From an optimization exercise on the open Yosys and OpenROAD flow, aimed at small area; shortcuts taken in it are not production practice.
Function was checked by simulation only, so behaviour that the tests miss may differ from the original.

==> design.v <==
module mux_gen_21 (out, s0, in1, in2);
output reg [15:0] out;
input [15:0] in1, in2;
input s0;
always @(*)
begin
	case(s0)
	1'b0	: out = in1;
	1'b1	: out = in2;
	endcase
end
endmodule
module mux_sp_21 (out, s0, in1, in2);
output reg [3:0] out;
input [3:0] in1;
input [1:0] in2;
input s0;
always @(*)
begin
	case(s0)
	1'b0	: out = in1;
	1'b1	: out = {2'b11,in2};
	endcase
end
endmodule
module mux_sp_32 (out, s, in1, in2, in3);
output reg [3:0] out;
input [3:0] in1, in2;
input [1:0] in3;
input [1:0] s;
always @(*)
begin
	case(s)
	2'b00	: out = in1;
	2'b01	: out = in2;
	2'b10	: out = {2'b10,in3};
	default	: out = in1;
	endcase
end
endmodule
module mux_sp_53 (out, s, in0, in2, in3, in4, in5);
output reg [15:0] out;
input [15:0] in0;
input [7:0] in2, in3, in4;
input [11:0] in5;
input [2:0] s;
always @(*)
begin
	case(s)
	3'b000	: out = in0;
	3'b001 	: out = 16'h0002;
	3'b010	: out = {{8{in2[7]}},in2};
	3'b011	: out = {8'b0,in3};
	3'b100	: out = {{7{in4[7]}},in4,1'b0};
	3'b101	: out = {{4{in5[11]}},in5};
	default	: out = in0;
	endcase
end
endmodule
module ALU (ALU_out, zero, in1, in2, ALU_OP);
output reg [15:0] ALU_out;
output reg zero;
input [15:0] in1, in2;
input [2:0]ALU_OP;
reg [3:0] shift_number, shift_OP;
always @(in1 or in2 or ALU_OP)
begin
	shift_number = in2[7:4];
	shift_OP = in2[3:0];
	case(ALU_OP)
	3'b000	: ALU_out = in1 + in2;
	3'b001	: ALU_out = in1 - in2;
	3'b010	: 	begin
					ALU_out = in1;
					case(shift_OP)
					4'b0001	: ALU_out = in1 << shift_number;
					4'b0010	: ALU_out = in1 >> shift_number;
					4'b0011	: ALU_out = $signed(in1) >>> shift_number;
					default	: ALU_out = in1;
					endcase
				end
	3'b011	: ALU_out = ~(in1 & in2);
	3'b100	: ALU_out = in1 | in2;
	default	: ALU_out = 16'b0;
	endcase
	if(in1 == in2)
		zero = 1'b1;
	else
		zero = 1'b0;
end
endmodule
module PC (PC_out, address, PC_write, BPC_write, NBPC_write, zero, clk, reset);
output reg [15:0] PC_out;
input [15:0] address;
input PC_write, BPC_write, zero, NBPC_write, clk, reset; 
wire write;
assign write = PC_write | (BPC_write & zero) | (NBPC_write & ~zero);
always @(posedge clk)
begin
	if(reset)
		PC_out <= 16'h0000; 
	else if(write)
		PC_out <= address; 
end
endmodule
module registers (dout1, dout2, dout3, din, address1, address2, address3, wen, clk, reset);
output reg [15:0] dout1, dout2, dout3;
input [15:0] din;
input [3:0] address1, address2, address3;
input wen, clk, reset;
reg [15:0] register [0:15];
always @(posedge clk)
begin
	if(reset)
	begin
		register[4'b0000] <= 16'h0;
		register[4'b0001] <= 16'h09e4;
		register[4'b0010] <= 16'hc61b;
		register[4'b0011] <= 16'hff49;
		register[4'b0100] <= 16'h756e;
		register[4'b0101] <= 16'h0014;
		register[4'b0110] <= 16'h0032;
		register[4'b0111] <= 16'hb7a1;
		register[4'b1000] <= 16'hff49;
		register[4'b1001] <= 16'h5878;
		register[4'b1010] <= 16'h08eb;
		register[4'b1011] <= 16'hca09;
		register[4'b1100] <= 16'ha24b;
		register[4'b1101] <= 16'h8aa9;
		register[4'b1110] <= 16'h2ab2;
		register[4'b1111] <= 16'h7814;
	end
	else if(wen)
		register[address3] <= din;
end
always @(posedge clk)
begin
	dout1 <= register[address1];
	dout2 <= register[address2];
	dout3 <= register[address3];
end
endmodule
module control_path(PC_write,BPC_write,NBPC_write,Instr_ren,Reg3_select,Reg_wen,ALU_srcA,MemtoReg,Mem_ren,
				    Mem_wen,PC_select,Reg1_select,ALU_srcB,ALU_OP,clk,rst,Opcode);
output reg PC_write,BPC_write,NBPC_write,Instr_ren,Reg3_select,Reg_wen,ALU_srcA,MemtoReg,Mem_ren,Mem_wen, PC_select;
output reg [1:0] Reg1_select;
output reg [2:0] ALU_srcB,ALU_OP; 
input clk, rst;
input [3:0] Opcode;
localparam S0=5'd0,S1=5'd1,S2=5'd2,S3=5'd3,S4=5'd4,S5=5'd5,S6=5'd6,S7=5'd7,S8=5'd8,S9=5'd9,S10=5'd10,S11=5'd11,S12=5'd12,S13=5'd13,S14=5'd14,
		   S15=5'd15,S16=5'd16,S17=5'd17,S18=5'd18,S19=5'd19,S20=5'd20,S21=5'd21,S22=5'd22,S23=5'd23,S24=5'd24;
reg [4:0] present_state,next_state;
reg h_Reg3_select, h_ALU_srcA, h_MemtoReg;
reg [1:0] h_Reg1_select;
reg [2:0] h_ALU_srcB, h_ALU_OP;
always @(posedge clk)
begin
	if(rst)
		{h_Reg3_select,h_ALU_srcA,h_MemtoReg,h_Reg1_select,h_ALU_srcB,h_ALU_OP} <= 11'd0;
	else
		{h_Reg3_select,h_ALU_srcA,h_MemtoReg,h_Reg1_select,h_ALU_srcB,h_ALU_OP} <= {Reg3_select,ALU_srcA,MemtoReg,Reg1_select,ALU_srcB,ALU_OP};
end
always @(posedge clk)
begin
	if(rst)
		present_state<=S0;
	else
		present_state<=next_state;
end
always @(*)
begin
	PC_select=1'b0;PC_write=1'b0;BPC_write=1'b0;NBPC_write=1'b0;Instr_ren=1'b0;Reg_wen=1'b0;Mem_ren=1'b0;Mem_wen=1'b0;
	Reg1_select=h_Reg1_select;Reg3_select=h_Reg3_select;ALU_srcA=h_ALU_srcA;ALU_srcB=h_ALU_srcB;ALU_OP=h_ALU_OP;MemtoReg=h_MemtoReg;
	case(present_state)
	S0: begin PC_select=1'b0;PC_write=1'b1;BPC_write=1'b0;NBPC_write=1'b0;Instr_ren=1'b1;Reg1_select=2'b00;Reg3_select=1'b0;Reg_wen=1'b0;ALU_srcA=1'b0;
			ALU_srcB=3'b001;ALU_OP=3'b000;MemtoReg=1'b0;Mem_ren=1'b0;Mem_wen=1'b0; end
	S1: begin PC_select=1'b0;PC_write=1'b0;BPC_write=1'b0;NBPC_write=1'b0;Instr_ren=1'b0;Reg1_select=2'b00;Reg3_select=1'b0;Reg_wen=1'b0;
			Mem_ren=1'b0;Mem_wen=1'b0; end
	S2: begin PC_select=1'b0;PC_write=1'b0;BPC_write=1'b0;NBPC_write=1'b0;Instr_ren=1'b0;Reg1_select=2'b01;Reg3_select=1'b0;Reg_wen=1'b0;
		  Mem_ren=1'b0;Mem_wen=1'b0; end
	S3: begin PC_select=1'b0;PC_write=1'b0;BPC_write=1'b0;NBPC_write=1'b0;Instr_ren=1'b0;Reg1_select=2'b10;Reg3_select=1'b1;Reg_wen=1'b0;
		  Mem_ren=1'b0;Mem_wen=1'b0; end
	S4: begin PC_select=1'b0;PC_write=1'b0;BPC_write=1'b0;NBPC_write=1'b0;Instr_ren=1'b0;Reg1_select=2'b00;Reg3_select=1'b0;Reg_wen=1'b0;ALU_srcA=1'b1;
		  ALU_srcB=3'b000;ALU_OP=3'b000;Mem_ren=1'b0;Mem_wen=1'b0; end
	S5: begin PC_select=1'b0;PC_write=1'b0;BPC_write=1'b0;NBPC_write=1'b0;Instr_ren=1'b0;Reg1_select=2'b01;Reg3_select=1'b0;Reg_wen=1'b0;ALU_srcA=1'b1;
		  ALU_srcB=3'b010;ALU_OP=3'b000;Mem_ren=1'b0;Mem_wen=1'b0; end	
	S6: begin PC_select=1'b0;PC_write=1'b0;BPC_write=1'b0;NBPC_write=1'b0;Instr_ren=1'b0;Reg1_select=2'b01;Reg3_select=1'b0;Reg_wen=1'b0;ALU_srcA=1'b1;
		  ALU_srcB=3'b011;ALU_OP=3'b000;Mem_ren=1'b0;Mem_wen=1'b0; end		
	S7: begin PC_select=1'b0;PC_write=1'b0;BPC_write=1'b0;NBPC_write=1'b0;Instr_ren=1'b0;Reg1_select=2'b00;Reg3_select=1'b0;Reg_wen=1'b0;ALU_srcA=1'b1;
		  ALU_srcB=3'b000;ALU_OP=3'b001;Mem_ren=1'b0;Mem_wen=1'b0; end		
	S8: begin PC_select=1'b0;PC_write=1'b0;BPC_write=1'b0;NBPC_write=1'b0;Instr_ren=1'b0;Reg1_select=2'b01;Reg3_select=1'b0;Reg_wen=1'b0;ALU_srcA=1'b1;
		  ALU_srcB=3'b010;ALU_OP=3'b001;Mem_ren=1'b0;Mem_wen=1'b0; end
	S9: begin PC_select=1'b0;PC_write=1'b0;BPC_write=1'b0;NBPC_write=1'b0;Instr_ren=1'b0;Reg1_select=2'b01;Reg3_select=1'b0;Reg_wen=1'b0;ALU_srcA=1'b1;
		  ALU_srcB=3'b011;ALU_OP=3'b001;Mem_ren=1'b0;Mem_wen=1'b0; end
	S10: begin PC_select=1'b0;PC_write=1'b0;BPC_write=1'b0;NBPC_write=1'b0;Instr_ren=1'b0;Reg1_select=2'b01;Reg3_select=1'b0;Reg_wen=1'b0;ALU_srcA=1'b1;
		  ALU_srcB=3'b011;ALU_OP=3'b010;Mem_ren=1'b0;Mem_wen=1'b0; end
	S11: begin PC_select=1'b0;PC_write=1'b0;BPC_write=1'b0;NBPC_write=1'b0;Instr_ren=1'b0;Reg1_select=2'b00;Reg3_select=1'b0;Reg_wen=1'b0;ALU_srcA=1'b1;
		  ALU_srcB=3'b000;ALU_OP=3'b011;Mem_ren=1'b0;Mem_wen=1'b0; end		
	S12: begin PC_select=1'b0;PC_write=1'b0;BPC_write=1'b0;NBPC_write=1'b0;Instr_ren=1'b0;Reg1_select=2'b00;Reg3_select=1'b0;Reg_wen=1'b0;ALU_srcA=1'b1;
		  ALU_srcB=3'b000;ALU_OP=3'b100;Mem_ren=1'b0;Mem_wen=1'b0; end	
	S13: begin PC_select=1'b0;PC_write=1'b0;BPC_write=1'b0;NBPC_write=1'b0;Instr_ren=1'b0;Reg1_select=2'b01;Reg3_select=1'b0;Reg_wen=1'b0;ALU_srcA=1'b1;
		  ALU_srcB=3'b010;ALU_OP=3'b011;Mem_ren=1'b0;Mem_wen=1'b0; end	
	S14: begin PC_select=1'b0;PC_write=1'b0;BPC_write=1'b0;NBPC_write=1'b0;Instr_ren=1'b0;Reg1_select=2'b01;Reg3_select=1'b0;Reg_wen=1'b0;ALU_srcA=1'b1;
		  ALU_srcB=3'b010;ALU_OP=3'b100;Mem_ren=1'b0;Mem_wen=1'b0; end	
	S15: begin PC_select=1'b1;PC_write=1'b0;BPC_write=1'b1;NBPC_write=1'b0;Instr_ren=1'b0;Reg1_select=2'b00;Reg3_select=1'b0;Reg_wen=1'b0;ALU_srcA=1'b1;
		  ALU_srcB=3'b000;ALU_OP=3'b001;Mem_ren=1'b0;Mem_wen=1'b0; end	
	S16: begin PC_select=1'b1;PC_write=1'b0;BPC_write=1'b0;NBPC_write=1'b1;Instr_ren=1'b0;Reg1_select=2'b00;Reg3_select=1'b0;Reg_wen=1'b0;ALU_srcA=1'b1;
		  ALU_srcB=3'b000;ALU_OP=3'b001;Mem_ren=1'b0;Mem_wen=1'b0; end	
	S17: begin PC_select=1'b0;PC_write=1'b1;BPC_write=1'b0;NBPC_write=1'b0;Instr_ren=1'b0;Reg1_select=2'b10;Reg3_select=1'b1;Reg_wen=1'b0;ALU_srcA=1'b0;
		  ALU_srcB=3'b101;ALU_OP=3'b000;Mem_ren=1'b0;Mem_wen=1'b0; end		
	S18: begin PC_select=1'b0;PC_write=1'b0;BPC_write=1'b0;NBPC_write=1'b0;Instr_ren=1'b0;Reg1_select=2'b10;Reg3_select=1'b1;Reg_wen=1'b0;ALU_srcA=1'b1;
		  ALU_srcB=3'b100;ALU_OP=3'b000;Mem_ren=1'b0;Mem_wen=1'b0; end	
	S19: begin PC_select=1'b0;PC_write=1'b0;BPC_write=1'b0;NBPC_write=1'b0;Instr_ren=1'b0;Reg1_select=2'b10;Reg3_select=1'b1;Reg_wen=1'b0;ALU_srcA=1'b1;
		  ALU_srcB=3'b100;ALU_OP=3'b000;Mem_ren=1'b0;Mem_wen=1'b0; end	
	S20: begin PC_select=1'b0;PC_write=1'b0;BPC_write=1'b0;NBPC_write=1'b0;Instr_ren=1'b0;Reg_wen=1'b1;MemtoReg=1'b0;Mem_ren=1'b0;Mem_wen=1'b0; end			  
	S21: begin PC_select=1'b0;PC_write=1'b0;BPC_write=1'b0;NBPC_write=1'b0;Instr_ren=1'b0;Reg1_select=2'b10;Reg3_select=1'b1;Reg_wen=1'b0;ALU_srcA=1'b1;
		  ALU_srcB=3'b100;ALU_OP=3'b000;Mem_ren=1'b1;Mem_wen=1'b0; end	
	S22: begin PC_select=1'b0;PC_write=1'b0;BPC_write=1'b0;NBPC_write=1'b0;Instr_ren=1'b0;Reg1_select=2'b10;Reg3_select=1'b1;Reg_wen=1'b1;MemtoReg=1'b1;
		  Mem_ren=1'b1;Mem_wen=1'b0; end
	S23: begin PC_select=1'b0;PC_write=1'b0;BPC_write=1'b0;NBPC_write=1'b0;Instr_ren=1'b0;Reg1_select=2'b10;Reg3_select=1'b1;Reg_wen=1'b0;
		  Mem_ren=1'b0;Mem_wen=1'b1; end	
	S24: begin PC_select=1'b0;PC_write=1'b0;BPC_write=1'b0;NBPC_write=1'b0;Instr_ren=1'b0;Reg_wen=1'b0;Mem_ren=1'b0;Mem_wen=1'b0; end
	default: ;
	endcase
end
always @(*)
begin
	next_state=S0;
	case(present_state)
	S0:	 next_state=S24;
	S24: begin 
		if(Opcode==4'b1000||Opcode==4'b1100||Opcode==4'b1011||Opcode==4'b1111||Opcode==4'b0100||Opcode==4'b0101)
			next_state=S1;
		else if(Opcode==4'b1001||Opcode==4'b1010||Opcode==4'b1101||Opcode==4'b1110||Opcode==4'b0000||Opcode==4'b0111||Opcode==4'b0110)
			next_state=S2;
		else if(Opcode==4'b0001||Opcode==4'b0010||Opcode==4'b0011)
			next_state=S3;
		end
	S1: begin
		if(Opcode==4'b1000)
			next_state=S4;
		else if(Opcode==4'b1100)
			next_state=S7;
		else if(Opcode==4'b1011)
			next_state=S11;
		else if(Opcode==4'b1111)
			next_state=S12;
		else if(Opcode==4'b0100)
			next_state=S15;
		else if(Opcode==4'b0101)
			next_state=S16;
	end
	S2: begin
		if(Opcode==4'b1001)
			next_state=S5;
		else if(Opcode==4'b1010)
			next_state=S6;
		else if(Opcode==4'b1101)
			next_state=S8;
		else if(Opcode==4'b1110)
			next_state=S9;
		else if(Opcode==4'b0000)
			next_state=S10;
		else if(Opcode==4'b0111)
			next_state=S13;
		else if(Opcode==4'b0110)
			next_state=S14;
	end
	S3: begin
		if(Opcode==4'b0011)
			next_state=S17;
		else if(Opcode==4'b0001)
			next_state=S18;
		else if(Opcode==4'b0010)
			next_state=S19;
	end
	S4:	 next_state=S20;
	S5:	 next_state=S20;
	S6:	 next_state=S20;
	S7:	 next_state=S20;
	S8:	 next_state=S20;
	S9:	 next_state=S20;
	S10: next_state=S20;
	S11: next_state=S20;
	S12: next_state=S20;
	S13: next_state=S20;
	S14: next_state=S20;
	S15: next_state=S0;
	S16: next_state=S0;
	S17: next_state=S0;
	S18: next_state=S21;
	S19: next_state=S23;		  
	S20: next_state=S0;
	S21: next_state=S22;
	S22: next_state=S0;
	S23: next_state=S0;
	default: next_state=S0;
	endcase
end
endmodule	
module custom_MuP (clk, rst, imem_req, imem_addr, imem_rdata, dmem_re, dmem_we, dmem_addr, dmem_wdata, dmem_rdata);
input clk, rst;
output imem_req, dmem_re, dmem_we;
output [15:0] imem_addr, dmem_addr, dmem_wdata;
input [15:0] imem_rdata, dmem_rdata;
wire [15:0] instruction, PC_out, reg_in, reg1, reg2, reg3, ALUA, ALUB, ALU_out, mem_data, PC_in;
wire [3:0] reg1_address, reg3_address;
wire PC_write, BPC_write, NBPC_write, Instr_ren, Reg3_select, Reg_wen, ALU_srcA, MemtoReg, Mem_ren, Mem_wen, zero, PC_select;
wire [1:0]  Reg1_select;
wire [2:0] ALU_srcB, ALU_OP;
assign instruction = imem_rdata;
assign mem_data = dmem_rdata;
mux_sp_32 		module2  (reg1_address, Reg1_select, instruction[7:4], instruction[11:8], instruction[9:8]);
mux_sp_21 		module3  (reg3_address, Reg3_select, instruction[11:8], instruction[11:10]);
registers 		module4  (reg1, reg2, reg3, reg_in, reg1_address, instruction[3:0], reg3_address, Reg_wen, clk, rst);
mux_gen_21 		module5  (ALUA, ALU_srcA, PC_out, reg1);
mux_sp_53 		module6  (ALUB, ALU_srcB, reg2, instruction[7:0], instruction[7:0], instruction[7:0], instruction[11:0]);
ALU 			module7  (ALU_out, zero, ALUA, ALUB, ALU_OP);
mux_gen_21 		module9  (reg_in, MemtoReg, ALU_out, mem_data);
mux_gen_21 		module10 (PC_in, PC_select, ALU_out, reg3);
PC 				module11 (PC_out, PC_in, PC_write, BPC_write, NBPC_write, zero, clk, rst);
control_path 	module13 (PC_write, BPC_write, NBPC_write, Instr_ren, Reg3_select, Reg_wen, ALU_srcA, MemtoReg, Mem_ren, Mem_wen, PC_select, Reg1_select, ALU_srcB, ALU_OP, clk, rst, instruction[15:12]);
assign imem_req = Instr_ren;
assign imem_addr = PC_out;
assign dmem_re = Mem_ren;
assign dmem_we = Mem_wen;
assign dmem_addr = ALU_out;
assign dmem_wdata = reg3;
endmodule
==> run.sh <==
#!/bin/bash
# synth_recipe.tcl (not shown) runs the flow's synth.tcl, then flattens the netlist and writes it again
# the make line also repeats each setting of config.mk as NAME=value (left out here)
make -C /OpenROAD-flow-scripts/flow DESIGN_CONFIG=/design/flow/config.mk WORK_HOME=/design/flow/orfs CLKGATE_MAP_FILE= SYNTH_SCRIPT=/design/flow/synth_recipe.tcl finish
==> config.mk <==
export PLATFORM = sky130hd
export DESIGN_NAME = custom_MuP
export DESIGN_NICKNAME = custom_MuP
export VERILOG_FILES = /design/flow/design.v
export SDC_FILE = /design/flow/constraint.sdc
export NUM_CORES = 4
export LEC_CHECK = 0
export CAP_MARGIN = 20
export CORE_MARGIN = 2
export CORE_UTILIZATION = 40
export SLEW_MARGIN = 20
==> constraint.sdc <==
create_clock -name core_clock -period 10.0 [get_ports {clk}]
set_input_delay 2.0000 -clock core_clock [delete_from_list [all_inputs] [get_ports {clk}]]
set_output_delay 2.0000 -clock core_clock [all_outputs]
set_load 0.01 [all_outputs]
==> summary.txt <==
## flip-flops by register name (all words and copies together), names as in the netlist
register	flops
module11.PC_out	16
module13.h_ALU_OP	3
module13.h_ALU_srcA	1
module13.h_ALU_srcB	3
module13.h_MemtoReg	1
module13.h_Reg1_select	2
module13.h_Reg3_select	1
module13.present_state	5
module4.dout1	16
module4.dout2	16
module4.dout3	16
module4.register	256
## final cells by class
| class | instances | area, sq um |
|---|---|---|
| antenna | 1 | 2.50 |
| inverter | 65 | 244 |
| tap | 765 | 957 |
| sequential | 336 | 9290 |
| multi-input combinational | 1535 | 13200 |
| clock inverter | 19 | 140 |
| timing repair buffer | 151 | 1370 |
| clock buffer | 48 | 1040 |
| fill | 5286 | 31300 |
## worst paths after layout
check,endpoint,slack (ns),cells past startpoint
worst max register to register,module4.register[14][9],2.66,16
worst min-delay path,module11.PC_out[12],0.48,2
worst max-delay path,dmem_addr[13],0.56,17
worst min register to register,module11.PC_out[12],0.48,2
## placed cells by master, fill, tap and decap left out, types with 12 or more instances in the layout
cell type / instances
o21ai_0: 61
nor3_1: 47
nand3_1: 41
a22oi_1: 28
o211ai_1: 19
ha_1: 51
edfxtp_1: 256
dfxtp_1: 80
buf_4: 66
mux2_2: 19
mux4_2: 208
nand2b_1: 21
a31oi_1: 33
and2_1: 22
nor2b_1: 14
clkbuf_16: 39
mux2i_1: 63
a21o_1: 12
nor2_1: 256
nand2_1: 247
inv_1: 57
a211oi_1: 30
o22ai_1: 36
clkdlybuf4s50_1: 82
a21oi_1: 64
## logic make-up after synthesis
kind of cell,count (synthesis)
xor+xnor,14
flops,336
compound gates,461
fa+ha+maj,53
mux,296
simple gates,711
buf+inv,233
## routing by layer
metal | global-route usage [%] | vias to the layer above
li1 | - | 8261
met3 | 7.91 | 365
met5 | 0 | -
met1 | 40.3 | 10000
met4 | 16.6 | 4
met2 | 48.2 | 1542
## worst min-delay path, delay by kind of cell, from the launching register on
kind / cells / cell delay (ns)
DFF: 1 / 0.32
and+or+nand+nor: 1 / 0.06
AOI/OAI and AO/OA: 1 / 0.05
## per-stage QoR
| stage | hold WS (ns) | setup slack, ns |
|---|---|---|
| 5_1_grt | 0.526 | 0.254 |
| 4_1_cts | 0.476 | 0.788 |
| 3_3_place_gp | 0.465 | 1.42 |
| 6_report | 0.478 | 0.558 |
| 2_1_floorplan | 0.485 | 2.54 |
| 3_5_place_dp | 0.475 | 1.22 |
==> reports/metrics.yaml <==
placement:
  placed_area_sq_mm: 0.0250
  numPortBuffers: 84
  dp_hpwl_um: 65700
  gp_congestion: 0.966
  numPlacedInstances: 2850
global_route:
  antenna_found_initial: 5
  grt_pass1_wl_um: 136000
  grt_start_max_net_pins: 65
  track_usage_pct: 31.2
  grt_overflow: 0
  first_global_vias: 19400
worst_hold_path:
  hold_start: "module11.PC_out[12]"
  hold_path.class: "flip-flop to flip-flop"
drt:
  viasPerCell: 6.91
  vias: 20200
  wire_per_inst_um: 32.6
  drtPass1Iterations: 6
  dr.first_iter.drc_count: 2912
  drt-met1-wl_um: 35200
  drc: 0
  ant_nets: 0
  dr_wl_met3_um: 11100
  highest_layer: "met5"
  met2WireLength_um: 42900
  drt-total-wl_um: 95200
worst_setup_path:
  start_kind: "flip-flop"
  critPathMaxFanout: 26
  crit_required_ns: 8.00
  crit_type: "flip-flop to output port"
  arrival_ns: 7.44
  end_kind: "output port"
  worstSetupStartpoint: "module13.present_state[0]"
  path_cells: "o22ai_1 > o41a_1 > o41ai_4 > a22o_1 > ha_1 > a21oi_1 > o21ai_0 > a2111oi_0 > o41ai_1 > nor3_1 > a21oi_1 > o22ai_1 > o21ai_0 > o2111ai_1 > nor2_1 > inv_1 > clkdlybuf4s50_1"
  critPathSlowestCell: "dfxtp_1"
  crit_family: "compound AO/OA/AOI/OAI gates"
  slowest_delay_ns: 0.94
  critPathBufInv: 2
  worstReg2RegStart: "module13.present_state[0]"
timing:
  period_share_pct: 94.4
  clock.fmax_mhz: 106
  relSlewSlack_pct: 16.5
  setup_viol: 0
  finalMaxSlewViolations: 0
  rsz0062_at_grt: "no"
  hold_violations: 0
  worstMarginPinSlew_ns: 1.25
  min_period_ns: 9.44
  fin_setup_tns_ns: 0
  finClkSkew_ns: 0.0242
synth:
  synth.area.mux_share_pct: 24.2
  syn_area_sq_mm: 0.0233
  synth_top_family_by_area: "multiplexers"
  synth_compound_area_share_pct: 14.9
  ys_warn_count: 8
  yosys.area.top_type: "edfxtp_1"
  synth_top_area_share_pct: 33.0
  async_reset_ff_share_pct: 0
  synth-xor-area-share_pct: 0.526
  avgSynthCellArea_sq_um: 11.1
  synth_edf_count: 256
  ys.flop_type: "edfxtp_1"
  synth_fa_ha_area_share_pct: 2.91
  synth_seq_cells: 336
  ys_types: 103
  synthTopCellsByCount: "edfxtp_1, nor2_1, nand2_1"
  synthSimpleGateAreaFrac_pct: 13.4
  synth_area_leaders: "edfxtp_1, mux4_2, dfxtp_1"
  syn_inst: 2104
  synthesis.nets: 2191
  yosysSeqAreaShare_pct: 39.9
clocking:
  insertion_delay_ns: 0.58
  clkSinkCount: 336
  postCtsResizedCells: 0
  cts_buffers: 39
  cts_max_path_buffers: 3
  htreeDepth: 2
  postCtsSetupBuffers: 0
  clk_pin_slew_worst_paths_ns: 0.06
  ctsHoldBuffers: 0
  cts_tree: "done"
  clockRootBuffer: "clkbuf_16"
die:
  dieHeight_um: 245
  die_x_um: 245
  initial_core_util_pct: 40.5
  dieArea_sq_mm: 0.0602
  core_sq_mm: 0.0576
  rows: 88
  num_io_pins: 85
final_layout:
  fin_nets: 2215
  drive_above_1_share_pct: 19.8
  syn2layout_area_growth_pct: 12.7
  final_util_pct: 45.6
  final_area_sq_mm: 0.0263
  fin_cells: 2920
status:
  outcome: "no timing/DRC/antenna violations"
run:
  cap_violations: 0

afterwards: timing with drivers on the ports:
The results above use ideal ports. As a check the final layout listed here was re-extracted and re-timed, cells and wires unchanged. Step 1 sets driving cells, clkbuf_16 on the clock port and buf_2 on the other inputs (assumed; they add their load-dependent delay and slew). Step 2 moves the port delays by t, midway between the first and last clock arrival at a register: inputs arrive t later, outputs are due t later. That takes back most of the time a late clock gives input paths. a / b / c = no drivers / after step 1 / after step 2; a / b = the first two.
t, ns: 0.615
setup WS [ns]: 0.558 / 0.507 / 1.122
worst data-port slew with drivers (ns): 0.05
After both steps this run still meets setup and hold. The setup slack of this run moves by -0.051 ns with the drivers and by +0.564 ns with both steps.
